This is an optimization exercise on Yosys and OpenROAD, whose aim is small area, a short achievable clock period and few clock cycles, not a production implementation.
No functional check of the RTL was part of any run shown here.
No activity file was given, so power comes from the tool's default toggle rates.

==> flow/design.v <==
module cpu(clk, reset, in, out, mem_addr, mem_cmd, halt);
  input clk, reset;
  input [15:0] in;
  output [15:0] out;
  output [8:0] mem_addr;
  output [1:0] mem_cmd;
  output halt;
  reg [15:0] R0, R1, R2, R3, R4, R5, R6, R7;
  reg [12:0] ir;        
  reg        ir_v;      
  reg [8:0]  pce;       
  reg        infl;      
  reg [8:0]  pcf;       
  reg        go;        
  reg        ldwb;      
  reg [2:0]  ld_rd;
  reg        halted;
  reg        fn, fv, fz;
  reg c_mov, c_movi, c_alu, c_ldr, c_str, c_b, c_bl, c_bx, c_hlt;
  reg [2:0] rbs;        
  wire exec = go & ir_v & ~ldwb & ~halted;
  function [15:0] rsel(input [2:0] s, input [15:0] a0, a1, a2, a3, a4, a5, a6, a7);
    case (s)
      3'd0: rsel = a0; 3'd1: rsel = a1; 3'd2: rsel = a2; 3'd3: rsel = a3;
      3'd4: rsel = a4; 3'd5: rsel = a5; 3'd6: rsel = a6; default: rsel = a7;
    endcase
  endfunction
  wire [15:0] ra = rsel(ir[10:8], R0, R1, R2, R3, R4, R5, R6, R7);
  wire [15:0] rb = rsel(rbs, R0, R1, R2, R3, R4, R5, R6, R7);
  reg [15:0] sb;
  always @* begin
    case (ir[4:3])
      2'b00: sb = rb;
      2'b01: sb = {rb[14:0], 1'b0};
      2'b10: sb = {1'b0, rb[15:1]};
      default: sb = {rb[15], rb[15:1]};
    endcase
  end
  function [15:0] ksadd(input [15:0] a, input [15:0] b, input ci);
    reg [15:0] g, p, t;
    integer i, d;
    begin
      g = a & b; p = a ^ b; t = p;
      g[0] = g[0] | (p[0] & ci);
      for (d = 1; d < 16; d = d * 2)
        for (i = 15; i >= d; i = i - 1) begin
          g[i] = g[i] | (p[i] & g[i-d]);
          p[i] = p[i] & p[i-d];
        end
      ksadd = t ^ {g[14:0], ci};
    end
  endfunction
  wire        sub = ir[11];
  wire [15:0] sum = ksadd(ra, sub ? ~sb : sb, sub);
  reg  [15:0] res;
  always @* begin
    if (c_mov) res = sb;
    else case (ir[12:11])
      2'b10: res = ra & sb;
      2'b11: res = ~sb;
      default: res = sum;
    endcase
  end
  wire c_cmp = c_alu & (ir[12:11] == 2'b01);
  wire [8:0] btgt = pce + {ir[7], ir[7:0]};
  reg take;
  always @* begin
    case (ir[10:8])
      3'b000: take = 1'b1;
      3'b001: take = fz;
      3'b010: take = ~fz;
      3'b011: take = fn ^ fv;
      3'b100: take = (fn ^ fv) | fz;
      default: take = 1'b0;
    endcase
  end
  wire redirect = exec & ((c_b & take) | c_bl | c_bx);
  wire [8:0] rtgt = c_bx ? rb[8:0] : btgt;
  wire [8:0] agen  = ra[8:0] + {{4{ir[4]}}, ir[4:0]};
  wire       dmem  = exec & (c_ldr | c_str);
  wire       fetch = go & ~halted & ~dmem & ~(exec & c_hlt);
  wire [8:0] faddr = redirect ? rtgt : pcf;
  assign mem_addr = dmem ? agen : faddr;
  assign mem_cmd  = {fetch | (dmem & c_ldr), dmem & c_str};
  assign out      = rb;
  assign halt     = halted | (exec & c_hlt);
  wire sthit = exec & c_str & infl & (agen == pce);
  reg        we;
  reg [2:0]  wa;
  reg [15:0] wd;
  always @* begin
    we = 1'b0; wa = ir[7:5]; wd = res;
    if (ldwb) begin
      we = go; wa = ld_rd; wd = in;
    end else if (exec) begin
      if (c_movi) begin
        we = 1'b1; wa = ir[10:8]; wd = {{8{ir[7]}}, ir[7:0]};
      end else if (c_bl) begin
        we = 1'b1; wa = 3'b111; wd = {8'b0, pce[7:0]};
      end else if (c_mov | (c_alu & ~c_cmp)) begin
        we = 1'b1;
      end
    end
  end
  always @(posedge clk) begin
    if (we & (wa == 3'd0)) R0 <= wd;
    if (we & (wa == 3'd1)) R1 <= wd;
    if (we & (wa == 3'd2)) R2 <= wd;
    if (we & (wa == 3'd3)) R3 <= wd;
    if (we & (wa == 3'd4)) R4 <= wd;
    if (we & (wa == 3'd5)) R5 <= wd;
    if (we & (wa == 3'd6)) R6 <= wd;
    if (we & (wa == 3'd7)) R7 <= wd;
  end
  wire ir_ld = ~(ir_v & ldwb);
  always @(posedge clk) begin
    if (reset) begin
      go <= 1'b0; ir_v <= 1'b0; infl <= 1'b0; ldwb <= 1'b0; halted <= 1'b0;
      pcf <= 9'd0;
    end else begin
      go <= 1'b1;
      if (go) begin
        infl <= fetch;
        if (fetch) pcf <= faddr + 9'd1;
        else if (sthit) pcf <= pce;
        if (ir_ld) ir_v <= infl & ~redirect & ~sthit;
        ldwb <= exec & c_ldr;
        if (exec & c_hlt) halted <= 1'b1;
      end
    end
  end
  always @(posedge clk) begin
    if (ir_ld) begin
      ir    <= in[12:0];
      pce   <= pcf;
      c_mov <= in[15:13] == 3'b110;
      c_movi <= (in[15:13] == 3'b110) & in[12];
      c_alu <= in[15:13] == 3'b101;
      c_ldr <= in[15:13] == 3'b011;
      c_str <= in[15:13] == 3'b100;
      c_b   <= in[15:13] == 3'b001;
      c_bl  <= (in[15:13] == 3'b010) & in[12];
      c_bx  <= (in[15:13] == 3'b010) & ~in[12];
      c_hlt <= in[15:13] == 3'b111;
      rbs   <= (in[15:13] == 3'b100 || in[15:13] == 3'b010) ? in[7:5] : in[2:0];
    end
    if (exec & c_ldr) ld_rd <= ir[7:5];
    if (exec & c_cmp) begin
      fn <= sum[15];
      fz <= (ra == sb);
      fv <= (ra[15] ^ sb[15]) & (sum[15] ^ ra[15]);
    end
  end
endmodule
==> flow/run.sh <==
#!/bin/bash
# synth_recipe.tcl (not shown) runs the flow's synth.tcl, then flattens the netlist and writes it again
# the make line also repeats each setting of config.mk as NAME=value (left out here)
make -C /OpenROAD-flow-scripts/flow DESIGN_CONFIG=/design/flow/config.mk WORK_HOME=/design/flow/orfs CLKGATE_MAP_FILE= SYNTH_SCRIPT=/design/flow/synth_recipe.tcl finish
==> flow/config.mk <==
export PLATFORM = sky130hd
export DESIGN_NAME = cpu
export DESIGN_NICKNAME = cpu
export VERILOG_FILES = /design/flow/design.v
export SDC_FILE = /design/flow/constraint.sdc
export NUM_CORES = 4
export LEC_CHECK = 0
export CAP_MARGIN = 20
export CORE_MARGIN = 2
export CORE_UTILIZATION = 40
export SLEW_MARGIN = 20
==> flow/constraint.sdc <==
create_clock -name core_clock -period 10.0 [get_ports {clk}]
set_input_delay 2.0000 -clock core_clock [delete_from_list [all_inputs] [get_ports {clk}]]
set_output_delay 2.0000 -clock core_clock [all_outputs]
set_load 0.01 [all_outputs]
==> run summary, run 1 <==
Synth:
- The sequential cell area fraction in the yosys report is 0.444.
- A synthesized cell averages ~11 sq um.
- The warning count from the yosys run is 1.
- The fraction of post-synthesis cell area in the top cell type by area is 0.420.
- The largest total area in the synthesized netlist belongs to sky130_fd_sc_hd__edfxtp_1.
- Counting flops with an async set or reset pin after synthesis yields a share of 0.
- The synthesized design contains 182 register bits.
- The number of distinct library cell variants in the gate-level netlist after synthesis is 94.
- In the synthesized netlist the dominant register cell turns out to be sky130_fd_sc_hd__edfxtp_1.
- The number of synthesized flops with an enable pin is between 150 and 200.
- The number of nets handed over by synthesis was around 1200.
- The post-synthesis instance area is 12000 sq um.
- Sorting the synthesized cells by area gives the leading types as sky130_fd_sc_hd__edfxtp_1, sky130_fd_sc_hd__ha_1, sky130_fd_sc_hd__mux2i_1, sky130_fd_sc_hd__a21oi_1, sky130_fd_sc_hd__xnor2_1.
- In the synthesized netlist, the number of instances is ~1100.

Clock tree:
- The number of clock sinks is between 150 and 200.
- TritonCTS built the clock tree.
- After clock tree synthesis, the clock-pin slew on the worst setup and hold paths is 0.08 ns.
- Counting the buffers created by CTS gives 17.
- The H-tree generated during clock tree synthesis spans 4 levels.
- The buffer cell driving the clock tree root is sky130_fd_sc_hd__clkbuf_16.
- For this design, the CTS-stage hold fixing added 0 buffers.
- The buffer count from post-CTS setup fixing is 0.
- The longest clock path from root to sink contains 2 buffers.
- The latest clock arrival within the worst-skew pair is about 0.45 ns.
- After clock tree synthesis, the repair step resized 0 gates.

Final layout:
- The multi-input combinational cells in the finished layout cover a total of about 6200 sq um.
- The filler cell count in the final layout is around 2700.
- For this run, the number of standard cells in the final layout without fillers is 1552.
- The ratio of cells with drive above 1 in the final layout is 0.112.
- From synthesis to final layout, the design area changed by 12.3%.
- At the end of the flow, the number of nets in the layout was 1216.
- The register cell area after layout is between 5000 and 6000 sq um.

Critical path:
- The type of the worst setup path is register to primary output.
- The endpoint type of the worst setup path is a primary output.
- The worst register-to-register path has a depth of 16.
- The data arrival time of the critical path is around 5.2 ns.
- The first element of the critical path is ir[8].
- The required arrival time at the worst endpoint is 8.00 ns.
- The startpoint identified for the worst register-to-register timing path is ir[8].
- The maximum fanout count along the critical path is 32.
- The type of origin of the critical path is a register.

Floorplan:
- The overall die width is between 150 and 200 um.
- For this configuration, the core starts out at a cell density of 0.406.
- The placement row count is 63.
- The core region is around 30000 sq um.
- In this run the vertical extent of the chip is 177 um.
- The total die area is ~31000 sq um.
- The number of placed I/O pins is between 40 and 50.

Power:
- Power spread over the standard cell area amounts to roughly 170 nW/um^2.
- The total chip power is 2280 uW.
- Of the total power, combinational logic draws 0.284.
- The internal power consumption is 1500 uW.
- The largest vdd supply drop is roughly 0.11 mV.
- The switching component of the power is ~780 uW.
- The portion of total power attributed to sequential cells is 0.401.
- The share of total power dissipated in the clock network is 0.315.
- The switching share of power is 0.341.
- Summed over all cells, the static leakage comes to 0.00493 uW.

Worst hold path:
- The launch point of the worst hold path is pcf[3].
- The number of instances on the worst hold path is 0.
- The type of the worst min-delay path is register to register.

Timing:
- In the finished design, the share of the clock period the worst path needs comes to 0.720.
- The final number of hold-violating endpoints is 0.
- Based on the critical path, the design can be clocked at up to between 100 and 150 MHz.
- The count of final setup violators is 0.
- On the final layout, the worst hold slack is 0.469 ns.
- Clock skew on the completed layout was measured at 0.0143 ns.
- In the final timing run, aggregate negative setup slack is 0 ns.
- The actual slew at the worst max-slew pin is around 0.99 ns.
- Setup repair after global routing left no endpoint under its margin.
- The smallest clock period supported by the final layout is computed as approximately 7.2 ns.
- The final max-slew violation count is 0.
- The max-slew headroom at the worst pin is 0.330.

Routing:
- In this run, the number of DRC markers left after iteration 0 of detailed routing was 1057.
- Dividing the detail-routed wire length by the instance count gives 24.0 um.
- The amount of wire on met3 after detailed routing is 3040 um.
- The number of remaining DRC errors is 0.
- The routed via count is ~9500.
- The pre-antenna-repair detailed-routing pass consisted of 5 iterations.
- Using the TritonRoute via totals, the vias-per-cell ratio works out to around 6.
- The detailed router used layers up to and including met4.
- For this block, the routed nets add up to about 37000 um of wire.
- The length of routed met2 wiring is roughly 17000 um.
- For this block, wires on met1 add up to 16400 um.
- Once detail routing completed, the nets flagged for antenna violations numbered 0.

Global route:
- The remaining global-route overflow is 0.
- The global-route usage over all layers is 0.240.
- The first global-routing pass estimated between 50000 and 60000 um of wire.
- Entering global routing, the biggest net connects 54 pins.
- The via count of the first global-routing pass came to ~9000.
- The initial antenna violation count was 1.

Placed design:
- The final weighted congestion in routability-driven placement is 0.887.
- The post-placement cell count is 1519.
- The count of buffers added on input and output ports is 45.
- The HPWL after detailed placement is 26600 um.

Status:
- The flow ran to the end and the layout has no timing, DRC or antenna violations.

Run:
- The number of violations of the max-capacitance limit is 0.
## cell usage in the layout (no fill, tap or decap), types with 26 or more instances in the layout
cell	synthesis	final
sky130_fd_sc_hd__mux2i_1	49	49
sky130_fd_sc_hd__inv_1	32	32
sky130_fd_sc_hd__a21oi_1	79	79
sky130_fd_sc_hd__nor2_1	102	96
sky130_fd_sc_hd__clkdlybuf4s50_1	0	45
sky130_fd_sc_hd__ha_1	47	47
sky130_fd_sc_hd__o21ai_0	55	55
sky130_fd_sc_hd__nand2_1	67	67
sky130_fd_sc_hd__xnor2_1	45	45
sky130_fd_sc_hd__edfxtp_1	168	168
sky130_fd_sc_hd__buf_4	6	26
## state kept, by name, indices dropped and copies added (netlist names), 3 cells and up
register	cells
R6	16
R3	16
R4	16
pce	9
R0	16
R1	16
rbs	3
pcf	9
ir	13
R5	16
R2	16
ld_rd	3
R7	16
## Yosys cell counts, types with 5 or more instances
library cell	instances
sky130_fd_sc_hd__dfxtp_1	14
sky130_fd_sc_hd__a21o_1	18
sky130_fd_sc_hd__nand3_1	22
sky130_fd_sc_hd__o21a_1	10
sky130_fd_sc_hd__nand3b_1	5
sky130_fd_sc_hd__nand2b_1	12
sky130_fd_sc_hd__buf_1	9
sky130_fd_sc_hd__o21ai_1	15
sky130_fd_sc_hd__a22o_1	6
sky130_fd_sc_hd__buf_2	14
sky130_fd_sc_hd__and2_1	10
sky130_fd_sc_hd__a221oi_1	13
sky130_fd_sc_hd__and3_1	11
sky130_fd_sc_hd__clkbuf_1	35
sky130_fd_sc_hd__xnor2_1	45
sky130_fd_sc_hd__nor2_1	102
sky130_fd_sc_hd__o31ai_1	9
sky130_fd_sc_hd__a21oi_1	79
sky130_fd_sc_hd__o22a_1	10
sky130_fd_sc_hd__or3_1	8
sky130_fd_sc_hd__a211oi_1	21
sky130_fd_sc_hd__xor2_1	8
sky130_fd_sc_hd__o221ai_1	7
sky130_fd_sc_hd__mux2i_1	49
sky130_fd_sc_hd__inv_1	32
sky130_fd_sc_hd__a31oi_1	12
sky130_fd_sc_hd__o21ai_0	55
sky130_fd_sc_hd__nor2b_1	13
sky130_fd_sc_hd__nor3_1	11
sky130_fd_sc_hd__mux2_2	23
sky130_fd_sc_hd__mux4_2	17
sky130_fd_sc_hd__edfxtp_1	168
sky130_fd_sc_hd__o21bai_1	6
sky130_fd_sc_hd__buf_4	6
sky130_fd_sc_hd__a22oi_1	12
sky130_fd_sc_hd__nand2_1	67
sky130_fd_sc_hd__nor4_1	8
sky130_fd_sc_hd__o211ai_1	8
sky130_fd_sc_hd__ha_1	47
sky130_fd_sc_hd__mux2_1	7
sky130_fd_sc_hd__o22ai_1	7
## per-stage QoR
step / util / setup WS, ns / area, sq um
floorplan: - / 4.42 / 12000
finish: 0.456 / 2.80 / 13500
CTS: 0.456 / 2.86 / 13500
global route: 0.456 / 2.48 / 13500
detailed placement: 0.434 / 3.34 / 12800
global placement: 0.434 / 3.48 / 12800
## cell type report
type                            count  share of cell area
Tap cell                          390              0.0362
Clock buffer                       17              0.0316
Antenna cell                        1            0.000186
Timing Repair Buffer               71              0.0479
Sequential cell                   182               0.395
Multi-Input combinational cell    840               0.463
Inverter                           36              0.0100
Clock inverter                     15              0.0157
## per-layer routing
layer | GRT usage | vias to the layer above
li1 | - | 4362
met1 | 0.338 | 4681
met4 | 0.0768 | 0
met5 | 0 | -
met3 | 0.0496 | 58
met2 | 0.369 | 437
## power by group through the flow
stage	registers (uW)	logic, uW	clock network [uW]
finish	912	646	717
global route	914	702	754
CTS	912	639	723
detailed placement	929	636	0
global placement	929	629	0
floorplan	917	458	0
## path summary, 6_finish.rpt
path / slack, ns / endpoint
setup / recovery: 2.80 / mem_addr[8]
hold / removal: 0.47 / pce[3]
setup reg to reg: 3.96 / R6[14]
hold reg to reg: 0.47 / pce[3]
## logic make-up after synthesis
family | share of synthesized area
AOI/OAI and AO/OA | 0.194
xor gates and xnor gates | 0.0438
adders and majority gates | 0.0540
buffers and inverters | 0.0374
DFF | 0.444
muxes | 0.102
and+or+nand+nor | 0.125
## critical path, stage by stage, from the launching register on
cell and delay, ns:
sky130_fd_sc_hd__edfxtp_1 0.84, sky130_fd_sc_hd__buf_4 0.52, sky130_fd_sc_hd__nand2b_1 0.21, sky130_fd_sc_hd__o221ai_1 0.17, sky130_fd_sc_hd__a21oi_1 0.46, sky130_fd_sc_hd__ha_1 0.29
sky130_fd_sc_hd__inv_1 0.07, sky130_fd_sc_hd__fa_1 0.42, sky130_fd_sc_hd__nor2b_1 0.16, sky130_fd_sc_hd__nor3_1 0.06, sky130_fd_sc_hd__o21bai_1 0.19, sky130_fd_sc_hd__a21oi_1 0.15
sky130_fd_sc_hd__o21a_1 0.27, sky130_fd_sc_hd__xor2_1 0.19, sky130_fd_sc_hd__mux2_2 0.28, sky130_fd_sc_hd__clkdlybuf4s50_1 0.47
==> inputs of run 2 (changes only) <==
--- a/flow/config.mk
+++ b/flow/config.mk
@@ -8,4 +8,5 @@
 export CAP_MARGIN = 20
 export CORE_MARGIN = 2
 export CORE_UTILIZATION = 40
+export SETUP_SLACK_MARGIN = 5
 export SLEW_MARGIN = 20
==> run 2 against run 1 <==
Against the previous run: still clean; sequential share of layout area shrank 3.1 points; global-route usage grew 1.4 points; die area is the same.
==> run summary, run 2 <==
Routing:
- The average wire per standard cell is 24.7 um (was 24.0 um).
- The wire length after detailed routing is 39700 um (was 37300 um).
- The remaining number of nets flagged by the antenna check after routing is 0 (unchanged).
- The routed via count came to 9859 (was 9538).
- The first-iteration detailed-routing DRC count is 1064 (was 1057).
- The first-pass iteration count of the detailed router came to 5 (unchanged).
- The number of remaining DRC errors is 0 (unchanged).
- The via count normalized by instance count was 6.14 (was 6.15).

Synth:
- The fraction of post-synthesis cell area in the top cell type by area is 0.420 (unchanged).
- The average instance area after synthesis is 10.7 sq um (unchanged).
- The post-synthesis register bit count is 182 (unchanged).
- The number of synthesized flops with an enable pin was 168 (unchanged).
- The primary flip-flop cell chosen by synthesis mapping is sky130_fd_sc_hd__edfxtp_1 (unchanged).
- The number of nets in the synthesized netlist is 1193 (unchanged).
- The sequential cell area fraction in the yosys report was 0.444 (unchanged).
- Cell types occupying the most area after synthesis: sky130_fd_sc_hd__edfxtp_1, sky130_fd_sc_hd__ha_1, sky130_fd_sc_hd__mux2i_1, sky130_fd_sc_hd__a21oi_1, sky130_fd_sc_hd__xnor2_1 (unchanged).
- The cell with the most instances after synthesis is sky130_fd_sc_hd__edfxtp_1 (unchanged).
- The share of synthesized flip-flops with an asynchronous set or reset is 0 (unchanged).
- The post-synthesis instance area was 12000 sq um (unchanged).
- The gate count of the mapped netlist is 1125 (unchanged).
- The library cell occupying the most area in the post-synthesis netlist is sky130_fd_sc_hd__edfxtp_1 (unchanged).
- The warning count from the yosys run came to 1 (unchanged).
- Commonest cells post-synth: sky130_fd_sc_hd__edfxtp_1, sky130_fd_sc_hd__nor2_1, sky130_fd_sc_hd__a21oi_1, sky130_fd_sc_hd__nand2_1, sky130_fd_sc_hd__o21ai_0 (unchanged).
- The number of distinct library cell variants in the gate-level netlist after synthesis is 94 (unchanged).

Floorplan:
- The area of the core region is 29600 sq um (unchanged).
- The floorplan die height came to 177 um (unchanged).
- The total die area is 31400 sq um (unchanged).
- The placement row count is 63 (unchanged).
- The overall die width came to 177 um (unchanged).
- The number of placed I/O pins came to 46 (unchanged).
- The initial cell density of the core is 0.406 (unchanged).

Critical path:
- The type of the worst setup path is register to primary output (unchanged).
- The largest incremental delay on the critical path is 0.43 ns (was 0.84 ns).
- The data arrival time of the critical path is 3.68 ns (was 5.20 ns).
- The required arrival time at the worst endpoint is 8.00 ns (about the same).
- The worst-path cell with the longest stage delay is sky130_fd_sc_hd__edfxtp_1 (unchanged).
- The buffering stage count on the worst path with inverters included is 3 (unchanged).
- CP cell instances: buf_12, or2_1, o22a_2, a21oi_4, ha_4, inv_2, fa_2, nor2b_4, nor3_2, o21bai_1, a21oi_2, o21a_1, xor2_1, mux2_4, buf_6 (was buf_4, nand2b_1, o221ai_1, a21oi_1, ha_1, inv_1, fa_1, nor2b_1, nor3_1, o21bai_1, a21oi_1, o21a_1, xor2_1, mux2_2, clkdlybuf4s50_1).
- The family of cells with the greatest summed delay on the critical path is compound AO/OA/AOI/OAI gates (unchanged).
- The endpoint type of the worst setup path is a primary output (unchanged).
- The type of origin of the critical path is a register (unchanged).
- The maximum fanout count along the critical path was 20 (was 32).

Placed design:
- The final HPWL from detailed placement is 26100 um (was 26600 um).
- The number of I/O port buffers is 45 (unchanged).
- The pre-CTS setup slack came to 3.48 ns (was 3.34 ns).
- The final weighted congestion in routability-driven placement came to 0.856 (was 0.887).

Timing:
- The maximum clock skew at final layout is 0.0137 ns (was 0.0143 ns).
- The actual slew at the worst max-slew pin is 1.12 ns (was 0.994 ns).
- The count of final setup violators is 0 (unchanged).
- The final max-slew violation count is 0 (unchanged).
- The minimum period implied by the final worst setup slack was 5.68 ns (was 7.20 ns).
- RSZ-0062 raised after global routing: yes (was no).
- The peak clock frequency supported by timing is 176 MHz (was 139 MHz).
- The final number of hold-violating endpoints came to 0 (unchanged).
- The setup TNS after final layout is 0 ns (unchanged).
- The final critical-path share of the clock period came to 0.568 (was 0.720).
- The least setup slack across all paths after layout is 4.32 ns (was 2.80 ns).
- The max-slew headroom at the worst pin is 0.243 (was 0.330).

Final layout:
- The ratio of cells with drive above 1 in the final layout is 0.221 (was 0.112).
- Commonest cells after routing, fill and taps aside: sky130_fd_sc_hd__edfxtp_1, sky130_fd_sc_hd__nor2_1, sky130_fd_sc_hd__a21oi_1 (unchanged).
- The count of nets after finishing is 1271 (was 1216).
- The most frequent standard cell in the layout excluding fill and tap cells was sky130_fd_sc_hd__edfxtp_1 (unchanged).
- The number of inserted diodes is 0 (was 1).
- The area overhead of the layout relative to synthesis is 21.8% (was 12.3%).
- The filler cell count in the final layout is 2615 (was 2746).

Run:
- The number of violations of the max-capacitance limit is 0 (unchanged).

Global route:
- The global-route usage over all layers is 0.254 (was 0.240).
- The pin count of the biggest net entering global routing was 43 (was 54).
- The initial antenna violation count was 0 (was 1).
- The via count of the first global-routing pass is 9571 (was 8991).
- The first-pass GRT wire length came to 58900 um (was 55800 um).
- The remaining global-route overflow is 0 (unchanged).

Clock tree:
- The number of buffers created by CTS is 17 (unchanged).
- The buffer cell driving the clock tree root is sky130_fd_sc_hd__clkbuf_16 (unchanged).
- The latest clock arrival within the worst-skew pair is 0.45 ns (about the same).
- The TritonCTS clock tree is done (unchanged).
- The CTS H-tree depth was 4 (unchanged).
- The maximum clock insertion buffer count is 2 (unchanged).
- The number of clock sinks is 182 (unchanged).
- The hold buffer count at cts is 0 (unchanged).
- The clock-pin slew on the worst setup and hold paths was 0.08 ns (about the same).

Power:
- The largest vdd supply drop is 0.143 mV (was 0.113 mV).
- The power per cell area is 165 nW/um^2 (was 169 nW/um^2).
- The total chip power is 2420 uW (was 2280 uW).
- The leakage power was 0.00545 uW (was 0.00493 uW).

Status:
- Run status: no timing/DRC/antenna violations (unchanged).

Worst hold path:
- The type of the worst min-delay path was register to register (unchanged).
[run 2: routing by layer]
metal | part of all wire | track usage | vias to the layer above
li1 | - | - | 4483
met1 | 0.43 | 0.349 | 4819
met2 | 0.45 | 0.398 | 481
met3 | 0.079 | 0.0490 | 76
met4 | 0.034 | 0.0930 | 0
met5 | 0 | 0 | -
[run 2: where the power goes]
group	total (uW)	internal (uW)	switching (uW)	leakage, uW
Combinational	755	321	434	0.00342
Clock	755	410	345	0.000320
Sequential	910	892	18.6	0.00171
Total	2420	1620	797	0.00545
[run 2: kinds of logic after synthesis]
group / synth area share
buf+inv: 0.0374
mux: 0.102
simple gates: 0.125
xor+xnor: 0.0438
compound gates: 0.194
fa+ha+maj: 0.0540
flops: 0.444
[run 2: metrics by stage]
step	instances	area (sq um)	hold slack, ns	utilization
6_report	1606	14600	0.461	0.495
2_1_floorplan	1125	12100	0.430	-
4_1_cts	1589	14300	0.461	0.484
3_3_place_gp	1516	12800	0.445	0.434
5_1_grt	1606	14600	0.493	0.495
3_5_place_dp	1516	12800	0.456	0.435
[run 2: repair_timing]
action	in CTS	in global routing
buffers inserted	37	16
resized for setup	118	47
pin swaps	32	34
setup endpoints to repair	112	77
cloned	4	1
[run 2: area by class of cell]
cell class / instances / area, sq um / share of cell area
Sequential cell: 182 / 5330 / 0.364
Timing Repair Buffer: 126 / 1280 / 0.0873
Clock buffer: 17 / 425 / 0.0291
Inverter: 36 / 140 / 0.00958
Clock inverter: 15 / 226 / 0.0155
Multi-Input combinational cell: 840 / 6750 / 0.461
Tap cell: 390 / 488 / 0.0334
[run 2: worst paths after layout]
kind	startpoint	end	slack (ns)	cells after the start
setup / recovery	ir[10]	mem_addr[8]	4.32	15
hold / removal	pcf[5]	pce[5]	0.46	0
setup reg to reg	ir[8]	R3[14]	5.09	19
hold reg to reg	pcf[5]	pce[5]	0.46	0

-- what the ideal ports hide --
The flow's constraints put no driver on any port. The routed layouts listed below were extracted and timed again, unchanged, in two steps.
Step 1 (the two cells are an assumption about what drives the block):
set clk [get_ports {clk}]
set_driving_cell -lib_cell sky130_fd_sc_hd__clkbuf_16 $clk
set_driving_cell -lib_cell sky130_fd_sc_hd__buf_2 [delete_from_list [all_inputs] $clk]
Step 2 also shifts input and output timing later by t, the mid clock arrival at the registers, as if the neighbouring blocks saw the same clock.
Slacks: no drivers / after step 1 / after step 2; pairs: no drivers / after step 1.
run | shift t [ns] | setup WS [ns] | worst register clock-pin slew, ns | pins driven straight from the clock port
run 1 | 0.491 | 2.801 / 2.750 / 3.241 | 0.09 / 0.09 | 1
run 2 | 0.496 | 4.320 / 4.268 / 4.764 | 0.08 / 0.08 | 1
After both steps every run listed still meets setup and hold.
